Context: an optimization exercise on an open-source flow, tuned for small area. The choices shown serve that exercise and are no tape-out recipe.
In this exercise RTL edits were held to simulation tests only and were not proved equivalent to the original.
Power and IR drop assume default switching activity.

### flow/run.sh
#!/bin/bash
# synth_recipe.tcl (not shown) runs the flow's synth.tcl, then flattens the netlist and writes it again
# the make line also repeats each setting of config.mk as NAME=value (left out here)
make -C /OpenROAD-flow-scripts/flow DESIGN_CONFIG=/design/flow/config.mk WORK_HOME=/design/flow/orfs CLKGATE_MAP_FILE= SYNTH_SCRIPT=/design/flow/synth_recipe.tcl finish
### flow/config.mk
export PLATFORM = sky130hd
export DESIGN_NAME = Register_File_Wrapper
export DESIGN_NICKNAME = Register_File_Wrapper
export VERILOG_FILES = /design/flow/design.v
export SDC_FILE = /design/flow/constraint.sdc
export NUM_CORES = 4
export LEC_CHECK = 0
export CAP_MARGIN = 20
export CELL_PAD_IN_SITES_DETAIL_PLACEMENT = 1
export CELL_PAD_IN_SITES_GLOBAL_PLACEMENT = 1
export CORE_MARGIN = 2
export CORE_UTILIZATION = 30
export CTS_BUF_LIST = sky130_fd_sc_hd__clkbuf_8
export SLEW_MARGIN = 20
export SYNTH_HIERARCHICAL = 1
export SYNTH_MINIMUM_KEEP_SIZE = 0
### flow/constraint.sdc
create_clock -name core_clock -period 6.5 [get_ports {clk}]
set_input_delay 1.3000 -clock core_clock [delete_from_list [all_inputs] [get_ports {clk}]]
set_output_delay 1.3000 -clock core_clock [all_outputs]
set_load 0.01 [all_outputs]
### flow/design.v
module FF_D
(
	input  logic d, we, q, wen,
	output logic y
);
assign y = (d & we) | (q & wen);
endmodule
module Aoi222
(
	input  logic a1, a2, b1, b2, c1, c2,
	output logic y
);
assign y = ~((a1 & a2) | (b1 & b2) | (c1 & c2));
endmodule
module Nand2
(
	input  logic a, b,
	output logic y
);
assign y = ~(a & b);
endmodule
module Mux_32
(
	input  logic [31:1] data,
	input  logic [31:1] sel,
	output logic        out
);
logic [10:0] n;	 
genvar g;
generate
	for (g = 0; g < 10; g++) begin: gen_aoi
		Aoi222 aoi (
			.a1(data[3*g+1]), .a2(sel[3*g+1]),
			.b1(data[3*g+2]), .b2(sel[3*g+2]),
			.c1(data[3*g+3]), .c2(sel[3*g+3]),
			.y(n[g])
		);
	end
endgenerate
Nand2 nd (.a(data[31]), .b(sel[31]), .y(n[10]));
assign out = ~&n;
endmodule
module Register_File_Wrapper
#(
	parameter WIDTH = 32,
	parameter SELECTOR = 5
)
(
	input 						clk, 
	input 						rst, 
	input 						Reg_Write_i,
	input 	[SELECTOR-1:0]	Read_Register_1_i,
	input 	[SELECTOR-1:0]	Read_Register_2_i,
	input 	[SELECTOR-1:0]	Write_Register_i,
	input 	[WIDTH-1:0]		Write_Data_i,
	output 	[WIDTH-1:0]		Read_Data_1_o,
	output 	[WIDTH-1:0]		Read_Data_2_o
);
localparam N = 2**SELECTOR;
logic [N-1:1][WIDTH-1:0] data, data_d;
logic [N-1:1]            valid;
genvar k, b;
generate
	for (k = 1; k < N; k++) begin: gen_regs
		wire we  = Reg_Write_i && (Write_Register_i == k);
		wire wen = !we;
		for (b = 0; b < WIDTH; b++) begin: gen_bits
			FF_D nxt (.d(Write_Data_i[b]), .we(we), .q(data[k][b]), .wen(wen), .y(data_d[k][b]));
		end
		always_ff @(posedge clk)
			data[k] <= data_d[k];
		always_ff @(posedge clk, negedge rst)
			if (!rst)    valid[k] <= 1'b0;
			else if (we) valid[k] <= 1'b1;
	end
endgenerate
logic [N-1:1] sel1, sel2;
logic [WIDTH-1:0][N-1:1] slice;
generate
	for (k = 1; k < N; k++) begin: gen_sel
		assign sel1[k] = valid[k] && (Read_Register_1_i == k);
		assign sel2[k] = valid[k] && (Read_Register_2_i == k);
		for (b = 0; b < WIDTH; b++) begin: gen_slice
			assign slice[b][k] = data[k][b];
		end
	end
endgenerate
generate
	for (b = 0; b < WIDTH; b++) begin: gen_read
		Mux_32 rd1 (.data(slice[b]), .sel(sel1), .out(Read_Data_1_o[b]));
		Mux_32 rd2 (.data(slice[b]), .sel(sel2), .out(Read_Data_2_o[b]));
	end
endgenerate
endmodule
==> key figures, run 1 <==
Status
  • Status: finished clean

Clock network
  • Hold_buf cts: 0
  • CTS Sinks: 1023
  • Worst-skew pair later-pin latency: 0.90 ns
  • Clock buffer depth: 3
  • Resized cells post-CTS: 0
  • CTS tree: built
  • Reg clk slew, reported paths: 0.06 ns
  • Total CTS buffers: 171
  • H-tree levels: 4
  • Post-CTS Repair Setup Buffers: 0
  • Clock root buffer: clkbuf_8

Setup path
  • Slowest stage cell, crit path: clkdlybuf4s50_1
  • Reg2reg start: valid[12]
  • Reg2reg path depth: 1
  • Worst path bufs/invs: 2
  • Top delay family on crit path: simple AND/OR/NAND/NOR gates
  • R2R Path End: valid[12]
  • Startpoint Class: input port
  • Critical path capture point type: output pin
  • CP Class: input port to output pin
  • Critical path, cell by cell: clkdlybuf4s50_1 > and3b_1 > and3_2 > a222oi_1 > nand4_1 > or3_1 > clkdlybuf4s50_1
  • CP Max Fanout: 32
  • WP data required: 5.20 ns
  • CP most frequent cell: clkdlybuf4s50_1
  • CP Depth: 7
  • Delay of the slowest cell on the worst path: 0.64 ns
  • Reg2reg setup slack: 5.75 ns
  • Critical Path AT: 4.89 ns

Route
  • Vias: 39440
  • Detail Route Antenna Nets: 0
  • Iter 0 DRT Violations: 7892
  • Drt total wl: 209000 um
  • Initial DRT Pass Iterations: 11
  • Remaining DRCs: 0
  • Wire length per cell: 37.98 um
  • DR vias/cell: 7.167

Synth
  • Average size of a mapped cell: 12.12 um^2
  • Post-Synth Simple-Gate Area: 0.07313
  • Synthesis-stage register bit count: 1023
  • Adder-cell share of the synthesized area: 0
  • Compound-Gate Fraction of Synth Area: 0.3940
  • Sequential area share after synthesis: 0.5303
  • Xor/xnor share of the synthesized area: 0
  • Main combinational cell family by area after synthesis: compound AO/OA/AOI/OAI gates
  • Post-synthesis cell area: 38910 um^2
  • Mux contribution to synthesized area: 0
  • Net Count, Synth: 3261
  • Syn Inst Count: 3211
  • Yosys synthesis warning count: 7
  • Synth cell types: 31

Global routing
  • Largest net degree at the start of global routing: 33
  • All-Layer GR Usage: 0.3031
  • GR Overflow Total: 0
  • First-pass GRT wire length: 292000 um
  • Initial antenna violation count: 10
  • Number of global-route vias before repair: 38770

Pwr
  • Total Power: 16720 uW
  • Leakage: 0.01924 uW
  • VDD IR max: 0.1933 mV
  • Pwr/cell area: 351.6 nW/um^2

STA
  • Peak Freq: 0.1614 GHz
  • RSZ-0062 raised after global routing: no
  • Finish-stage setup viols: 0
  • Worst hold slack: 0.4696 ns
  • Clk_skew: 0 ns
  • Final setup TNS: 0 ns
  • Measured slew at the worst slew-check pin: 1.333 ns
  • Worst relative slew slack: 0.1114
  • Max-slew violation total from the final report: 0
  • Fin crit share: 0.9530
  • Final Hold Viols: 0
  • Tmin final: 6.194 ns
  • Setup WS post-layout: 0.3056 ns

Die
  • Initial Utilization: 0.3013
  • Chip Height: 364.1 um
  • Ports: 114
  • Rows: 132
  • Die W: 364.1 um
  • Core area: 129200 um^2
  • Die area: 132600 um^2

Placement
  • Placed cell area: 43880 um^2
  • Gpl congestion: 0.9230
  • DP HPWL: 125200 um
  • DP Worst Slack: 0.4436 ns
  • Port buffer count: 113

Final layout
  • Final instance area: 47570 um^2
  • Layout cells sized above 1: 0.1429
  • Synthesis-to-finish area growth: 22.25%
  • Final nets: 3678

Min path
  • Hold Crit Depth: 1
  • Hold Crit Endpoint: valid[26]
  • Hold path startpoint: valid[26]
  • Class of the worst hold path: flop to flop

Job
  • Max_cap viols: 0
worst max path at each step:
stage                               from                 to  slack, ns
floorplan           Read_Register_1_i[2]   Read_Data_1_o[0]       2.38
global placement    Read_Register_1_i[1]  Read_Data_1_o[22]       0.40
detailed placement  Read_Register_2_i[1]  Read_Data_2_o[10]       0.44
CTS                 Read_Register_2_i[1]  Read_Data_2_o[10]       0.42
global route        Read_Register_1_i[1]   Read_Data_1_o[0]       0.30
finish              Read_Register_2_i[1]   Read_Data_2_o[3]       0.31
registers in the layout (all words and copies together) (netlist names):
register,count
valid,31
data,992
Yosys stat by module (local to each module, per instance):
module / copies in the design / flip-flops and latches
FF_D: 992 / 0
Mux_32: 64 / 0
Nand2: 64 / 0
Aoi222: 640 / 0
Register_File_Wrapper: 1 / 1023
kinds of logic after synthesis:
kind of cell	after synthesis
and+or+nand+nor	504
AOI/OAI and AO/OA	1663
DFF	1023
buffers and inverters	21
layout by cell type (no fill, tap or decap), drive strengths merged, types with 2 or more instances in the layout:
cell type,synthesis,layout
bufinv,0,5
dfrtp,31,31
nor2,30,30
a21o,23,23
dfxtp,992,992
inv,0,48
nand2b,4,4
nor3,9,9
a22o,992,992
clkinvlp,0,8
diode,0,2
and4b,3,3
clkbuf,10,226
and2,4,4
nand4bb,3,3
and4bb,2,2
buf,11,152
nand4,129,129
nor3b,6,6
and3,64,64
nand3,72,72
nor2b,12,12
and3b,6,6
clkdlybuf4s50,0,113
nand4b,3,3
nand2,89,89
clkinv,0,16
o21bai,8,8
or3,64,64
a222oi,640,640
cells in the mapped netlist:
cell type / n / area, um^2
a22o_1: 992 / 8688
dfxtp_1: 992 / 19860
a222oi_1: 640 / 6406
nand4_1: 129 / 807.0
nand2_1: 89 / 334.1
nand3_1: 72 / 360.4
and3_1: 64 / 400.4
or3_1: 64 / 400.4
dfrtp_1: 31 / 775.7
nor2_1: 30 / 112.6
a21o_1: 23 / 172.7
nor2b_1: 12 / 75.07
clkbuf_1: 10 / 37.54
buf_2: 9 / 45.04
nor3_1: 9 / 45.04
o21bai_1: 7 / 52.55
and3b_1: 6 / 52.55
nor3b_1: 6 / 45.04
and2_1: 4 / 25.02
nand2b_1: 4 / 25.02
and4b_1: 3 / 30.03
nand4b_1: 3 / 26.28
nand4bb_1: 3 / 33.78
and4bb_2: 2 / 25.02
and4_1: 1 / 8.760
buf_1: 1 / 3.750
buf_6: 1 / 11.26
nor4b_2: 1 / 15.01
nor4bb_1: 1 / 10.01
o21bai_2: 1 / 11.26
or4b_4: 1 / 13.76
layer usage:
| metal | GRT usage | part of all wire | vias to the layer above |
|---|---|---|---|
| met2 | 0.4318 | 0.41 | 2904 |
| met3 | 0.09815 | 0.12 | 584 |
| met5 | 0.004720 | 0.00060 | - |
| met1 | 0.4042 | 0.41 | 20200 |
| met4 | 0.1608 | 0.054 | 8 |
| li1 | - | - | 15740 |
area by class of cell:
cell class | count | area, um^2
antenna | 2 | 5.005
clock buffer | 226 | 3110
clock inverter | 77 | 475.5
fill | 14050 | 81590
multi-input combinational | 2167 | 18580
sequential | 1023 | 20630
tap | 1742 | 2180
timing repair buffer | 265 | 2577
stage by stage:
| stage | util | cells |
|---|---|---|
| 5_1_grt | 0.3683 | 5501 |
| 4_1_cts | 0.3675 | 5497 |
| 3_5_place_dp | 0.3398 | 5194 |
| 3_3_place_gp | 0.3392 | 5191 |
| 6_report | 0.3683 | 5502 |
| 2_1_floorplan | - | 3211 |
power by group:
part / switching, uW / internal [uW] / total (uW)
Clock: 2810 / 3290 / 6100
Sequential: 1060 / 7540 / 8590
Combinational: 915 / 1110 / 2030
==> inputs of run 2 (changes only) <==
--- a/flow/config.mk
+++ b/flow/config.mk
@@ -8,7 +8,4 @@
 export CAP_MARGIN = 20
-export CELL_PAD_IN_SITES_DETAIL_PLACEMENT = 1
-export CELL_PAD_IN_SITES_GLOBAL_PLACEMENT = 1
 export CORE_MARGIN = 2
 export CORE_UTILIZATION = 30
-export CTS_BUF_LIST = sky130_fd_sc_hd__clkbuf_8
 export SLEW_MARGIN = 20
==> run 2 against run 1 <==
Design area down 0.22%. Hold slack better by 0.0088 ns. Cell count down 1.9%. Routed wire length down 7.5%. Power down 0.11%. Global-route usage down 2.7 points. Core utilization down 0.081 points. Critical path type unchanged.
==> key figures, run 2 <==
Status
  • Status: finished clean

STA
  • Tmin final: 6.234 ns (+0.03989 ns)
  • Peak Freq: 0.1604 GHz (-0.64%)
  • Fin crit share: 0.9591 (+0.006137)
  • Measured slew at the worst slew-check pin: 1.224 ns (-0.1086 ns)
  • RSZ-0062 raised after global routing: no
  • Setup WS post-layout: 0.2657 ns (-0.03989 ns)
  • Final Hold Viols: 0 (unchanged)
  • Max-slew violation total from the final report: 0 (unchanged)
  • Clk_skew: 0 ns (unchanged)
  • Finish-stage setup viols: 0 (unchanged)
  • Worst relative slew slack: 0.1839 (+0.07242)
  • Final setup TNS: 0 ns (unchanged)

Synth
  • Post-Synth Simple-Gate Area: 0.07313 (unchanged)
  • Main combinational cell family by area after synthesis: compound AO/OA/AOI/OAI gates
  • Synth cell types: 31 (unchanged)
  • Synth top area share: 0.5104 (unchanged)
  • Fraction of registers with async set/reset: 0.03030 (unchanged)
  • Top post-synthesis cells by area: dfxtp_1 (51%), a22o_1 (22%), a222oi_1 (16%)
  • Yosys synthesis warning count: 7 (unchanged)
  • Mux contribution to synthesized area: 0 (unchanged)
  • Synthesis-stage register bit count: 1023 (unchanged)
  • Compound-Gate Fraction of Synth Area: 0.3940 (unchanged)
  • Sequential area share after synthesis: 0.5303 (unchanged)
  • Synth area leader: dfxtp_1
  • Main synth FF type: dfxtp_1
  • Number of synthesized flops with an enable pin: 0 (unchanged)
  • Syn Inst Count: 3211 (unchanged)
  • Post-synthesis cell area: 38910 um^2 (unchanged)
  • Net Count, Synth: 3261 (unchanged)
  • Average size of a mapped cell: 12.12 um^2 (unchanged)
  • Top cells by count, synth: a22o_1 (992), dfxtp_1 (992), a222oi_1 (640), nand4_1 (129), nand2_1 (89)
  • Xor/xnor share of the synthesized area: 0 (unchanged)
  • Adder-cell share of the synthesized area: 0 (unchanged)

Pwr
  • Pwr/cell area: 351.9 nW/um^2 (+0.11%)
  • Leakage: 0.01895 uW (-1.5%)
  • VDD IR max: 0.2124 mV (+9.9%)

Setup path
  • Critical Path AT: 4.93 ns (+0.04 ns)
  • Startpoint Class: input port
  • CP Max Fanout: 25 (-22%)
  • Crit path launch: Read_Register_2_i[3]
  • Reg2reg start: valid[13]
  • WP data required: 5.20 ns (about the same)
  • Worst setup path end: Read_Data_2_o[28]
  • Critical path capture point type: output pin
  • R2R Path End: valid[13]
  • CP Class: input port to output pin
  • Reg2reg path depth: 1 (unchanged)
  • Reg2reg setup slack: 5.78 ns (+0.03 ns)

Final layout
  • Final instance area: 47460 um^2 (-0.22%)
  • Filler cell count: 12610 (-10%)
  • Registers with the most flip-flops: data x992, valid x31
  • Commonest non-fill, non-tap cells in the layout: a22o_1 (992), dfxtp_1 (992), a222oi_1 (640)
  • Max reg flops: 992 (unchanged)
  • Final nets: 3615 (-1.7%)
  • Layout cells sized above 1: 0.1231 (-0.01981)
  • Largest register by flop count: data
  • Synthesis-to-finish area growth: 21.98%

Global routing
  • Initial antenna violation count: 11 (+1)
  • All-Layer GR Usage: 0.2765 (-0.02667)
  • Number of global-route vias before repair: 36650 (-5.5%)
  • GR Overflow Total: 0 (unchanged)
  • First-pass GRT wire length: 270300 um (-7.4%)
  • Largest net degree at the start of global routing: 33 (unchanged)

Clock network
  • Resized cells post-CTS: 0 (unchanged)
  • Clock root buffer: clkbuf_16
  • Clock buffer depth: 3 (unchanged)
  • CTS Sinks: 1023 (unchanged)
  • Hold_buf cts: 0 (unchanged)
  • CTS tree: built
  • Reg clk slew, reported paths: 0.06 ns (about the same)
  • Worst-skew pair later-pin latency: 0.69 ns (-0.21 ns)
  • Total CTS buffers: 101 (-41%)
  • Post-CTS Repair Setup Buffers: 0 (unchanged)
  • H-tree levels: 3 (-1)

Die
  • Core area: 129200 um^2 (unchanged)
  • Initial Utilization: 0.3013 (unchanged)
  • Ports: 114 (unchanged)
  • Die area: 132600 um^2 (unchanged)
  • Chip Height: 364.1 um (unchanged)
  • Die W: 364.1 um (unchanged)
  • Rows: 132 (unchanged)

Placement
  • DP HPWL: 115800 um (-7.5%)
  • Port buffer count: 113 (unchanged)
  • Gpl congestion: 0.9912 (+7.4%)
  • DP Worst Slack: 0.5010 ns (+0.05747 ns)
  • Placed cell area: 43960 um^2 (+0.17%)

Route
  • Iter 0 DRT Violations: 9655 (+22%)
  • Wire length per cell: 35.79 um (-5.8%)
  • DR vias/cell: 7.295 (+1.8%)
  • Remaining DRCs: 0 (unchanged)
  • Drt total wl: 193200 um (-7.5%)
  • Vias: 39390 (-0.10%)
  • Initial DRT Pass Iterations: 17 (+6)
  • Detail Route Antenna Nets: 0 (unchanged)

Job
  • Max_cap viols: 0 (unchanged)

Min path
  • Class of the worst hold path: flop to flop
[run 2: cell counts after synthesis]
Identical to the previous run, type by type.
[run 2: logic make-up after synthesis]
group,Yosys count
AOI/OAI and AO/OA,1663
buffers and inverters,21
DFF,1023
and+or+nand+nor,504
[run 2: metal layers]
layer | routed length (um) | track usage
met5 | 34 | 0
met4 | 10730 | 0.1445
met3 | 29940 | 0.09712
met2 | 78490 | 0.3895
met1 | 74060 | 0.3687
[run 2: worst min-delay path by stage]
stage                         start   endpoint  slack, ns  cells past startpoint
final                      valid[9]   valid[9]       0.48                      1
after global routing      valid[16]  valid[16]       0.49                      1
after CTS                  valid[9]   valid[9]       0.47                      1
after detailed placement   valid[9]   valid[9]       0.45                      1
after global placement     valid[8]   valid[8]       0.46                      1
after floorplan           valid[10]  valid[10]       0.43                      1
[run 2: power breakdown]
part	switching (uW)	leakage, uW	internal [uW]
clock network	2640	0.00169	3470
logic	904	0.00866	1120
registers	1040	0.00861	7540
total	4580	0.0190	12100
[run 2: final cells by class]
class	instances	area (um^2)	share of cell area
antenna	10	25.02	0.0005272
clock buffer	150	2985	0.06290
clock inverter	36	432.9	0.009121
multi-input combinational	2167	18580	0.3914
sequential	1023	20630	0.4348
tap	1742	2180	0.04592
timing repair buffer	272	2628	0.05536
[run 2: metrics by stage]
| step | util | power (uW) | std cells | hold WS (ns) |
|---|---|---|---|---|
| 2_1_floorplan | - | 9593 | 3211 | 0.4332 |
| 3_3_place_gp | 0.3402 | 10530 | 5201 | 0.4553 |
| 3_5_place_dp | 0.3404 | 10590 | 5202 | 0.4529 |
| 4_1_cts | 0.3668 | 16610 | 5388 | 0.4667 |
| 5_1_grt | 0.3673 | 17210 | 5391 | 0.4949 |
| 6_report | 0.3675 | 16700 | 5400 | 0.4784 |
[run 2: worst max-delay path, cell delays in order]
cell	delay, ns
clkdlybuf4s50_1	0.55
and3_1	0.27
and3_2	0.45
buf_4	0.29
a222oi_1	0.51
nand4_1	0.50
or3_1	0.55
clkdlybuf4s50_1	0.50
[run 2: modules after synthesis, one instance, submodules excluded]
module | cells inside | flops+latches | cell area [um^2] | times used
Mux_32 | 4 | 0 | 23.77 | 64
Nand2 | 1 | 0 | 3.754 | 64
Register_File_Wrapper | 1259 | 1023 | 22050 | 1
Aoi222 | 1 | 0 | 10.01 | 640
FF_D | 1 | 0 | 8.758 | 992
==> inputs of run 3 (changes only) <==
==> flow/flow/run.sh (new file) <==
#!/bin/bash
# Layout flow: the standard ORFS flow (standard.sh, unchanged synthesis,
# floorplan, power grid and tap cells), with two settings passed to it:
#  - the port buffers that global placement inserts use the smallest buffer;
#  - clock tree synthesis uses clkbuf_8 with larger sink clusters and no dummy
#    loads.
# ORFS writes each step's full log under orfs/logs/; make's own output goes to
# standard.log in this folder.
set -euo pipefail
export BUFFER_PORTS_ARGS="-buffer_cell sky130_fd_sc_hd__buf_1"
export CTS_ARGS="-sink_clustering_enable -repair_clock_nets -dont_use_dummy_load -buf_list sky130_fd_sc_hd__clkbuf_8 -sink_clustering_size 16 -sink_clustering_max_diameter 60"
bash standard.sh > standard.log 2>&1
==> flow/standard.sh (new file) <==
#!/bin/bash
# synth_recipe.tcl (not shown) runs the flow's synth.tcl, then flattens the netlist and writes it again
# the make line also repeats each setting of config.mk as NAME=value (left out here)
make -C /OpenROAD-flow-scripts/flow DESIGN_CONFIG=/design/flow/config.mk WORK_HOME=/design/flow/orfs CLKGATE_MAP_FILE= SYNTH_SCRIPT=/design/flow/synth_recipe.tcl "${@:-finish}"
--- a/flow/config.mk
+++ b/flow/config.mk
@@ -8,2 +8,4 @@
 export CAP_MARGIN = 20
+export CELL_PAD_IN_SITES_DETAIL_PLACEMENT = 1
+export CELL_PAD_IN_SITES_GLOBAL_PLACEMENT = 1
 export CORE_MARGIN = 2
removed: flow/run.sh
==> run 3 against run 2 <==
Hold slack improved by 0.014 ns. Design area decreased by 7.2%. Routed wire length increased by 7.5%. Worst setup slack improved by 0.62 ns. Fmax increased by 11%. Non-clock buffer count decreased by 46. Still clean on timing, DRC and antenna.
==> key figures, run 3 <==
STA
  • Tmin final: 5.615 ns (-0.6192 ns)
  • RSZ-0062 raised after global routing: no
  • Clk_skew: 0 ns (unchanged)
  • Peak Freq: 0.1781 GHz (+11%)
  • Final setup TNS: 0 ns (unchanged)
  • Finish-stage setup viols: 0 (unchanged)
  • Max-slew violation total from the final report: 0 (unchanged)
  • Fin crit share: 0.8639 (-0.09526)
  • Final Hold Viols: 0 (unchanged)
  • Worst relative slew slack: 0.1499 (-0.03395)
  • Measured slew at the worst slew-check pin: 1.271 ns (+0.04642 ns)

Job
  • Max_cap viols: 0 (unchanged)

Setup path
  • Crit path launch: Read_Register_2_i[2]
  • Slowest stage cell, crit path: and3_2
  • Delay of the slowest cell on the worst path: 1.06 ns (+0.51 ns)
  • Critical Path AT: 4.32 ns (-0.61 ns)
  • Reg2reg setup slack: 5.78 ns (about the same)
  • CP Class: input port to output pin
  • WP data required: 5.20 ns (about the same)
  • Top delay family on crit path: simple AND/OR/NAND/NOR gates
  • Startpoint Class: input port
  • CP Max Fanout: 32 (+28%)
  • Reg2reg start: valid[26]
  • CP most frequent cell: buf_1
  • Critical path capture point type: output pin
  • Critical path, cell by cell: buf_1 > nor3b_1 > and3_2 > a222oi_1 > nand4_1 > or3_1 > buf_1
  • Worst path bufs/invs: 2 (-1)

Clock network
  • H-tree levels: 3 (unchanged)
  • CTS Sinks: 1023 (unchanged)
  • Resized cells post-CTS: 0 (unchanged)
  • Clock buffer depth: 3 (unchanged)
  • Hold_buf cts: 0 (unchanged)
  • Clock root buffer: clkbuf_8
  • Post-CTS Repair Setup Buffers: 0 (unchanged)
  • Worst-skew pair later-pin latency: 0.80 ns (+0.11 ns)
  • CTS tree: built
  • Reg clk slew, reported paths: 0.09 ns (+0.03 ns)
  • Total CTS buffers: 88 (-13%)

Pwr
  • VDD IR max: 0.1646 mV (-22%)
  • Leakage: 0.01740 uW (-8.2%)
  • Int Power: 9723 uW (-20%)
  • Total Power: 13890 uW (-17%)
  • Sw frac: 0.2998 (+0.02543)
  • Net Sw Power: 4164 uW (-9.2%)
  • Pwr/cell area: 315.2 nW/um^2 (-10%)
  • Comb power frac: 0.137 (+0.016)
  • Clock share of power: 0.246 (-0.120)
  • Seq pwr share: 0.617 (+0.103)

Route
  • DR vias/cell: 7.402 (+1.5%)
  • Wire length per cell: 39.55 um (+11%)
  • Iter 0 DRT Violations: 8022 (-17%)
  • Remaining DRCs: 0 (unchanged)
  • Vias: 38880 (-1.3%)
  • Initial DRT Pass Iterations: 10 (-7)
  • Drt total wl: 207700 um (+7.5%)
  • Detail Route Antenna Nets: 0 (unchanged)

Placement
  • DP HPWL: 119200 um (+2.9%)
  • Placed cell area: 42710 um^2 (-2.8%)
  • Port buffer count: 113 (unchanged)
  • Gpl congestion: 0.9181 (-7.4%)
  • DP Cell Count: 5153 (-0.94%)

Synth
  • Xor/xnor share of the synthesized area: 0 (unchanged)
  • Mux contribution to synthesized area: 0 (unchanged)
  • Average size of a mapped cell: 12.12 um^2 (unchanged)
  • Top cells by count, synth: a22o_1 (992), dfxtp_1 (992), a222oi_1 (640), nand4_1 (129), nand2_1 (89)
  • Synth top area share: 0.5104 (unchanged)
  • Post-Synth Simple-Gate Area: 0.07313 (unchanged)
  • Net Count, Synth: 3261 (unchanged)
  • Main combinational cell family by area after synthesis: compound AO/OA/AOI/OAI gates
  • Number of synthesized flops with an enable pin: 0 (unchanged)
  • Yosys synthesis warning count: 7 (unchanged)
  • Sequential area share after synthesis: 0.5303 (unchanged)
  • Top post-synthesis cells by area: dfxtp_1 (51%), a22o_1 (22%), a222oi_1 (16%)
  • Adder-cell share of the synthesized area: 0 (unchanged)
  • Main synth FF type: dfxtp_1
  • Post-synthesis cell area: 38910 um^2 (unchanged)
  • Synthesis-stage register bit count: 1023 (unchanged)
  • Synth area leader: dfxtp_1
  • Synth cell types: 31 (unchanged)
  • Compound-Gate Fraction of Synth Area: 0.3940 (unchanged)
  • Fraction of registers with async set/reset: 0.03030 (unchanged)
  • Syn Inst Count: 3211 (unchanged)

Final layout
  • Final instance area: 44050 um^2 (-7.2%)
  • Registers with the most flip-flops: data x992, valid x31
  • Max reg flops: 992 (unchanged)
  • Synthesis-to-finish area growth: 13.22%
  • Fin util: 0.3411 (-0.02640)
  • Finished Layout Cells: 5252 (-2.7%)
  • Commonest non-fill, non-tap cells in the layout: a22o_1 (992), dfxtp_1 (992), a222oi_1 (640)
  • Final nets: 3556 (-1.6%)
  • Largest register by flop count: data
  • Layout cells sized above 1: 0.09989 (-0.02320)

Die
  • Initial Utilization: 0.3013 (unchanged)
  • Die W: 364.1 um (unchanged)
  • Core area: 129200 um^2 (unchanged)
  • Chip Height: 364.1 um (unchanged)
  • Ports: 114 (unchanged)
  • Die area: 132600 um^2 (unchanged)
  • Rows: 132 (unchanged)

Global routing
  • Number of global-route vias before repair: 38010 (+3.7%)
  • First-pass GRT wire length: 290600 um (+7.5%)
  • GR Overflow Total: 0 (unchanged)
  • Largest net degree at the start of global routing: 33 (unchanged)
  • All-Layer GR Usage: 0.3017 (+0.02520)
  • Initial antenna violation count: 13 (+2)

Min path
  • Class of the worst hold path: flop to flop
  • Hold path startpoint: valid[6]

Status
  • Status: finished clean
run 3: changes by cell type in the layout (fill, tap and decap cells not counted), moves of 25 or more:
cell,before,now
clkbuf_8,21,88
clkdlybuf4s50_1,113,0
clkbuf_16,104,0
buf_4,136,104
buf_1,0,93
clkbuf_1,25,0
run 3: through the flow:
stage               hold slack, ns  worst slack, ns
floorplan                   0.4332            2.384
global placement            0.4590            1.061
detailed placement          0.4640            1.068
CTS                         0.4838            1.057
global route                0.5019           0.7497
finish                      0.4923           0.8849
run 3: metal layers:
metal	vias to the layer above	GRT usage	part of all wire
li1	15360	-	-
met5	-	0	0.00020
met3	542	0.08756	0.12
met4	6	0.1497	0.053
met1	20020	0.4113	0.41
met2	2950	0.4316	0.41
run 3: power by group through the flow:
| stage | clock, uW | combinational (uW) | sequential, uW |
|---|---|---|---|
| after detailed placement | 0 | 1860 | 8630 |
| after global routing | 3690 | 2030 | 8720 |
| after floorplan | 0 | 1250 | 8350 |
| after global placement | 0 | 1790 | 8630 |
| after CTS | 3470 | 1870 | 8520 |
| final | 3420 | 1900 | 8570 |
run 3: area by class of cell:
cell class,count,area (um^2)
Tap cell,1742,2180
Antenna cell,6,15.01
Timing Repair Buffer,226,1440
Clock buffer,88,1211
Sequential cell,1023,20630
Fill cell,14200,85100
Multi-Input combinational cell,2167,18570
run 3: path summary, 6_finish.rpt:
kind	endpoint	cells after the start
worst max-delay path	Read_Data_2_o[19]	7
worst min-delay path	valid[6]	1
worst max register to register	valid[26]	1
worst min register to register	valid[6]	1
max in group asynchronous	valid[31]	1
min in group asynchronous	valid[26]	1
run 3: modules after synthesis (local to each module, per instance):
module | flip-flops and latches | times used | cells | area [um^2]
Register_File_Wrapper | 1023 | 1 | 1259 | 22050
Nand2 | 0 | 64 | 1 | 3.754
Aoi222 | 0 | 640 | 1 | 10.01
FF_D | 0 | 992 | 1 | 8.758
Mux_32 | 0 | 64 | 4 | 23.77
run 3: logic make-up (layout without fill, tap and decap cells):
| group | count (synthesis) | in the layout |
|---|---|---|
| AOI/OAI and AO/OA | 1663 | 1663 |
| DFF | 1023 | 1023 |
| and+or+nand+nor | 504 | 504 |
| buffers and inverters | 21 | 314 |
| other | 0 | 6 |
==> inputs of run 4 (changes only) <==
--- a/flow/config.mk
+++ b/flow/config.mk
@@ -12,2 +12,3 @@
 export CORE_UTILIZATION = 30
+export PLACE_DENSITY = 0.75
 export SLEW_MARGIN = 20
==> run 4 against run 3 <==
First-iteration DRC count increased by 9.2%. Area after synthesis is the same. Cell count fell by 0.44%. Critical path depth stayed put. Synthesized cell count unchanged. Largest cell class unchanged.
==> key figures, run 4 <==
Clock network
  • Total CTS buffers: 86 (-2.3%)
  • Reg clk slew, reported paths: 0.08 ns (about the same)
  • Resized cells post-CTS: 0 (unchanged)
  • Hold_buf cts: 0 (unchanged)
  • Post-CTS Repair Setup Buffers: 0 (unchanged)
  • CTS tree: built
  • CTS Sinks: 1023 (unchanged)
  • Worst-skew pair later-pin latency: 0.76 ns (-0.04 ns)
  • Clock buffer depth: 3 (unchanged)
  • H-tree levels: 3 (unchanged)
  • Clock root buffer: clkbuf_8

Final layout
  • Final nets: 3530 (-0.73%)
  • Synthesis-to-finish area growth: 12.68%
  • Max reg flops: 992 (unchanged)
  • Registers with the most flip-flops: data x992, valid x31
  • Largest register by flop count: data
  • Layout cells sized above 1: 0.09201 (-0.007879)
  • Commonest non-fill, non-tap cells in the layout: a22o_1 (992), dfxtp_1 (992), a222oi_1 (640)

Synth
  • Synthesis-stage register bit count: 1023 (unchanged)
  • Net Count, Synth: 3261 (unchanged)
  • Number of synthesized flops with an enable pin: 0 (unchanged)
  • Average size of a mapped cell: 12.12 um^2 (unchanged)
  • Yosys synthesis warning count: 7 (unchanged)
  • Top cells by count, synth: a22o_1 (992), dfxtp_1 (992), a222oi_1 (640), nand4_1 (129), nand2_1 (89)
  • Synth top area share: 0.5104 (unchanged)
  • Synth cell types: 31 (unchanged)
  • Top post-synthesis cells by area: dfxtp_1 (51%), a22o_1 (22%), a222oi_1 (16%)
  • Synth area leader: dfxtp_1
  • Main synth FF type: dfxtp_1
  • Post-synthesis cell area: 38910 um^2 (unchanged)
  • Sequential area share after synthesis: 0.5303 (unchanged)
  • Fraction of registers with async set/reset: 0.03030 (unchanged)
  • Syn Inst Count: 3211 (unchanged)

Setup path
  • Startpoint Class: input port
  • Critical Path AT: 4.39 ns (+0.07 ns)
  • CP Max Fanout: 32 (unchanged)
  • WP data required: 5.20 ns (about the same)
  • CP Class: input port to output pin
  • Critical path capture point type: output pin

Global routing
  • GR Overflow Total: 0 (unchanged)
  • Number of global-route vias before repair: 38410 (+1.0%)
  • Initial antenna violation count: 14 (+1)
  • All-Layer GR Usage: 0.2834 (-0.01822)
  • Largest net degree at the start of global routing: 33 (unchanged)
  • First-pass GRT wire length: 277500 um (-4.5%)

Pwr
  • Int Power: 9697 uW (-0.26%)
  • Net Sw Power: 4160 uW (about the same)
  • Leakage: 0.01725 uW (-0.86%)
  • Pwr/cell area: 316.1 nW/um^2 (+0.27%)
  • Clock share of power: 0.242 (-0.004)
  • Total Power: 13860 uW (-0.21%)
  • Seq pwr share: 0.620 (+0.003)
  • Comb power frac: 0.138 (about the same)
  • VDD IR max: 0.1487 mV (-9.7%)
  • Sw frac: 0.3002 (+0.0003814)

Die
  • Die area: 132600 um^2 (unchanged)
  • Core area: 129200 um^2 (unchanged)
  • Rows: 132 (unchanged)
  • Die W: 364.1 um (unchanged)
  • Initial Utilization: 0.3013 (unchanged)
  • Chip Height: 364.1 um (unchanged)
  • Ports: 114 (unchanged)

STA
  • Measured slew at the worst slew-check pin: 1.251 ns (-0.01985 ns)
  • Final setup TNS: 0 ns (unchanged)
  • Max-slew violation total from the final report: 0 (unchanged)
  • Fin crit share: 0.8748 (+0.01098)
  • Finish-stage setup viols: 0 (unchanged)
  • Peak Freq: 0.1759 GHz (-1.3%)
  • Tmin final: 5.686 ns (+0.07135 ns)
  • Worst relative slew slack: 0.1661 (+0.01624)
  • Clk_skew: 0 ns (unchanged)
  • Final Hold Viols: 0 (unchanged)
  • RSZ-0062 raised after global routing: no
  • Setup WS post-layout: 0.8135 ns (-0.07135 ns)

Route
  • Wire length per cell: 37.88 um (-4.2%)
  • Remaining DRCs: 0 (unchanged)
  • DR vias/cell: 7.565 (+2.2%)
  • Drt total wl: 198100 um (-4.7%)
  • Detail Route Antenna Nets: 0 (unchanged)
  • Vias: 39560 (+1.7%)
  • Initial DRT Pass Iterations: 14 (+4)
  • Iter 0 DRT Violations: 8757 (+9.2%)

Placement
  • DP Worst Slack: 1.005 ns (-0.06377 ns)
  • Port buffer count: 113 (unchanged)
  • DP HPWL: 112500 um (-5.6%)
  • Gpl congestion: 0.9171 (-0.11%)

Min path
  • Class of the worst hold path: flop to flop

Job
  • Max_cap viols: 0 (unchanged)

Status
  • Status: finished clean
-- run 4: cell type report --
type / count / area (um^2)
antenna: 9 / 22.52
clock buffer: 86 / 1184
fill: 14180 / 85310
multi-input combinational: 2167 / 18580
sequential: 1023 / 20630
tap: 1742 / 2180
timing repair buffer: 202 / 1240
-- run 4: logic make-up (layout without fill, tap and decap cells) --
logic type | after synthesis | after routing | synth area share
and+or+nand+nor | 504 | 504 | 0.07313
AOI/OAI and AO/OA | 1663 | 1663 | 0.3940
buffers and inverters | 21 | 288 | 0.002508
other | 0 | 9 | 0
DFF | 1023 | 1023 | 0.5303
-- run 4: stage by stage --
| stage | util | std cells | hold slack, ns | instance area (um^2) |
|---|---|---|---|---|
| after detailed placement | 0.3292 | 5129 | 0.4600 | 42510 |
| after global placement | 0.3285 | 5125 | 0.4564 | 42430 |
| after global routing | 0.3393 | 5222 | 0.5009 | 43820 |
| after CTS | 0.3383 | 5215 | 0.4791 | 43700 |
| final | 0.3394 | 5229 | 0.4845 | 43840 |
| after floorplan | - | 3211 | 0.4332 | 38910 |
-- run 4: path summary, 6_finish.rpt --
kind / startpoint / endpoint / slack, ns / depth (start not counted)
worst max-delay path: Read_Register_2_i[0] / Read_Data_2_o[18] / 0.81 / 7
worst min-delay path: valid[4] / valid[4] / 0.48 / 1
worst max register to register: valid[12] / valid[12] / 5.76 / 1
worst min register to register: valid[4] / valid[4] / 0.48 / 1
max in group asynchronous: rst / valid[13] / 5.27 / 1
min in group asynchronous: rst / valid[29] / 0.64 / 1
-- run 4: per-layer routing --
| metal | track usage | up-vias | part of all wire |
|---|---|---|---|
| met1 | 0.3645 | 19750 | 0.37 |
| met2 | 0.3969 | 3659 | 0.41 |
| li1 | - | 15310 | - |
| met3 | 0.1033 | 830 | 0.15 |
| met4 | 0.1827 | 6 | 0.070 |
| met5 | 0.001452 | - | 0.00021 |
-- run 4: critical path, cell delays in order --
cell and delay [ns]:
buf_1 0.26, nor3b_1 0.64, and3_2 1.05, a222oi_1 0.28, nand4_1 0.32, or3_1 0.28
buf_1 0.20
-- run 4: power groups by stage --
stage | registers, uW | clock network, uW | logic, uW
global route | 8720 | 3570 | 2030
floorplan | 8350 | 0 | 1250
detailed placement | 8640 | 0 | 1860
global placement | 8590 | 0 | 1780
finish | 8600 | 3350 | 1910
CTS | 8530 | 3350 | 1870
-- run 4: modules after synthesis, one instance, submodules excluded --
module,flops+latches,cells,cell area (um^2),copies in the design
Register_File_Wrapper,1023,1259,22050,1
Nand2,0,1,3.754,64
Aoi222,0,1,10.01,640
FF_D,0,1,8.758,992
Mux_32,0,4,23.77,64

-- static timing again, ports no longer ideal --
Ports are ideal in the flow. The routed layouts listed here were re-timed in OpenROAD. Step 1 sets driving cells, clkbuf_16 on the clock port and buf_2 on the other inputs (assumed; they add their load-dependent delay and slew). Step 2 also shifts input and output timing later by t, the mid clock arrival at the registers, as if the neighbouring blocks saw the same clock. a / b / c = no drivers / after step 1 / after step 2; a / b = the first two.
run	shift t [ns]	setup slack, ns	worst data-port slew with drivers (ns)
run 1	0.968	0.306 / 0.283 / 0.283	0.08
run 2	0.757	0.266 / 0.232 / 0.232	0.11
run 3	0.879	0.885 / 0.855 / 0.855	0.10
run 4	0.823	0.814 / 0.764 / 0.764	0.14
After both steps setup and hold are still met in every run listed. The setup slack of run 4, which loses most, moves by -0.050 ns with the drivers and by -0.050 ns with both steps.
